This design comes from an exercise in tuning for small area, a short achievable clock period and few clock cycles on the open sky130 flow, not from production work. In this exercise RTL edits were held to simulation tests only and were not proved equivalent to the original. Power is estimated from default activity; no workload was simulated.

## Top_convolution
module Top_convolution(
	input clk,
	input rst,
	input start,
	input en,
	input [12:0] addr,
	output [20:0] out,
	output [20:0] max_pl,
	output reg done,
	output reg pat_en,
	output [9:0] pat_addr,
	input [7:0] pat_dout,
	output reg img_en,
	output [17:0] img_addr,
	input [7:0] img_dout,
	output reg pc_en,
	output reg pc_we,
	output [9:0] pc_addr,
	output [10:0] pc_din,
	input [10:0] pc_dout,
	output reg ic_en,
	output reg ic_we,
	output [17:0] ic_addr,
	output [10:0] ic_din,
	input [10:0] ic_dout,
	output pl_en,
	output pl_we,
	output [12:0] pl_addr,
	output [20:0] pl_din,
	input [20:0] pl_dout
    );
For scale: roughly 3,500 cells after synthesis, roughly 240 I/O pins, about 38,000 um^2 of cells after synthesis.
clock: 11.0 ns
lec_check: 0
cap_margin: 20
core_margin: 2
core_utilization: 40
slew_margin: 20
run.sh (not shown) runs the stock make flow with config.mk's settings and CLKGATE_MAP_FILE= SYNTH_SCRIPT=/design/flow/synth_recipe.tcl, a recipe that flattens the netlist after the stock synthesis.
The baseline ran to the end with no violations.
Testbench counts at the start, summed over its fixed seeds: cycles 298,584.
Change:
CORE_UTILIZATION = 70   (was 40)
Result: Register-to-register slack loses 0.07 ns. Synthesized area does not change. Non-clock buffer count went down by 4. Worst hold slack gains 0.0074 ns. Global-route usage went up by 14 points. Maximum frequency went down slightly.

Setup of run 1:
Another version of the RTL of Top_convolution (not shown whole).
For scale: ~3500 cells after synthesis, ~670 flip-flops, ~0.037 sq mm of cells after synthesis.
clock: 11.0 ns
lec_check: 0
cap_margin: 20
core_margin: 2
core_utilization: 60
cts_buf_list: sky130_fd_sc_hd__clkbuf_8
cts_cluster_size: 30
slew_margin: 20
standard.sh (not shown) runs the stock make flow with config.mk's settings and CLKGATE_MAP_FILE= SYNTH_SCRIPT=/design/flow/synth_recipe.tcl, a recipe that flattens the netlist after the stock synthesis.
==> flow/flow/run.sh <==
#!/bin/bash
# The standard layout (standard.sh), with the port buffers made from
# buf_2 cells, and clock tree synthesis without dummy loads.
export BUFFER_PORTS_ARGS="-buffer_cell sky130_fd_sc_hd__buf_2"
export CTS_ARGS="-sink_clustering_enable -repair_clock_nets -dont_use_dummy_load -sink_clustering_size 30 -buf_list sky130_fd_sc_hd__clkbuf_8"
bash standard.sh > standard.log 2>&1
Per the final summary, run 1 finished and its layout is clean on timing, DRC and antenna.
Testbench counts of run 1, summed over its fixed seeds: cycles 298,584.
The following lists how run 2 was set up differently from run 1:
Settings: a deleted CTS_BUF_LIST that had been sky130_fd_sc_hd__clkbuf_8; a change of CORE_UTILIZATION from 60 to 40; a deleted CTS_CLUSTER_SIZE that had been 30.
==> flow/flow/run.sh <==
#!/bin/bash
# The standard layout (standard.sh), with the port buffers made from
# buf_2 cells instead of the buffer cell buffer_ports picks by default.
export BUFFER_PORTS_ARGS="-buffer_cell sky130_fd_sc_hd__buf_2"
bash standard.sh > standard.log 2>&1
Results
Post-detailed-route via-to-cell ratio (run 2 vs. run 1) decreases by more than 10%
Diff run 1 -> run 2 | number of antenna violations at the first check in global routing | increase of 2
End of the critical path = pl_addr[8]: run 2; end of the critical path = pl_addr[10]: run 1
Diff run 1 -> run 2: routability congestion estimate dropped about 8%; final instance count without filler cells climbed 10%; wire length of the first global-routing pass climbed 4.3 mm; global-route usage dropped 8.6 points; final cell area excluding filler cells climbed 4.2%.
Changes observed in run 2 relative to run 1: non-clock buffer count rose about 2%; core utilization fell 20 points.
Input changes introduced in run 3 (baseline for comparison: run 2):
Settings: CTS_CLUSTER_SIZE newly set to 30; CORE_UTILIZATION changed from 40 to 60; CTS_BUF_LIST newly set to sky130_fd_sc_hd__clkbuf_8.
Compared with run 2, run 3 degrades final period demand of the worst path.
Routed wire in run 3 totals less than in run 2.
[compare] base=run 2 new=run 3: power of the clock network has decreased; design area decreased by about 2% relative to the old numbers; buffer count excluding the clock tree in the final layout moved down.
On final worst-path setup slack, run 3 does worse than run 2.
Relative to run 2, run 3 improves power.
Run comparison: run 3 highest metal layer with signal wires met4; run 2 highest metal layer with signal wires met5

[static timing again, ports no longer ideal]
No port has a modelled driver above. Below, the same layouts with a new extraction and two added sets of constraints.
Step 1: set_driving_cell puts a clkbuf_16 on clk and a buf_2 on each other input, an assumption about the parent block.
Step 2, shift: input delay + t, output delay - t, t = (earliest + latest rising clock arrival at the registers) / 2. This alone moves slack from input paths to output paths.
a / b / c = ideal / step 1 / step 2; a / b = the first two.
| run | t, ns | slack for setup (ns) | worst setup path at the end | cell pins on the clock port's net |
|---|---|---|---|---|
| the first run of note 1 | 0.701 | 5.443 / 5.421 / 5.421 | input to output | 1 |
| the second run of note 1 | 0.673 | 5.423 / 5.399 / 5.399 | input to output | 1 |
| run 1 | 0.727 | 6.102 / 6.082 / 6.082 | input to output | 1 |
| run 2 | 0.708 | 6.122 / 6.099 / 6.099 | input to output | 1 |
| run 3 | 0.766 | 6.104 / 6.084 / 6.084 | input to output | 1 |
After both steps setup and hold are still met in every run listed. For the second run of note 1, which loses most, drivers alone change the setup slack by -0.024 ns; drivers and shift together by -0.024 ns.
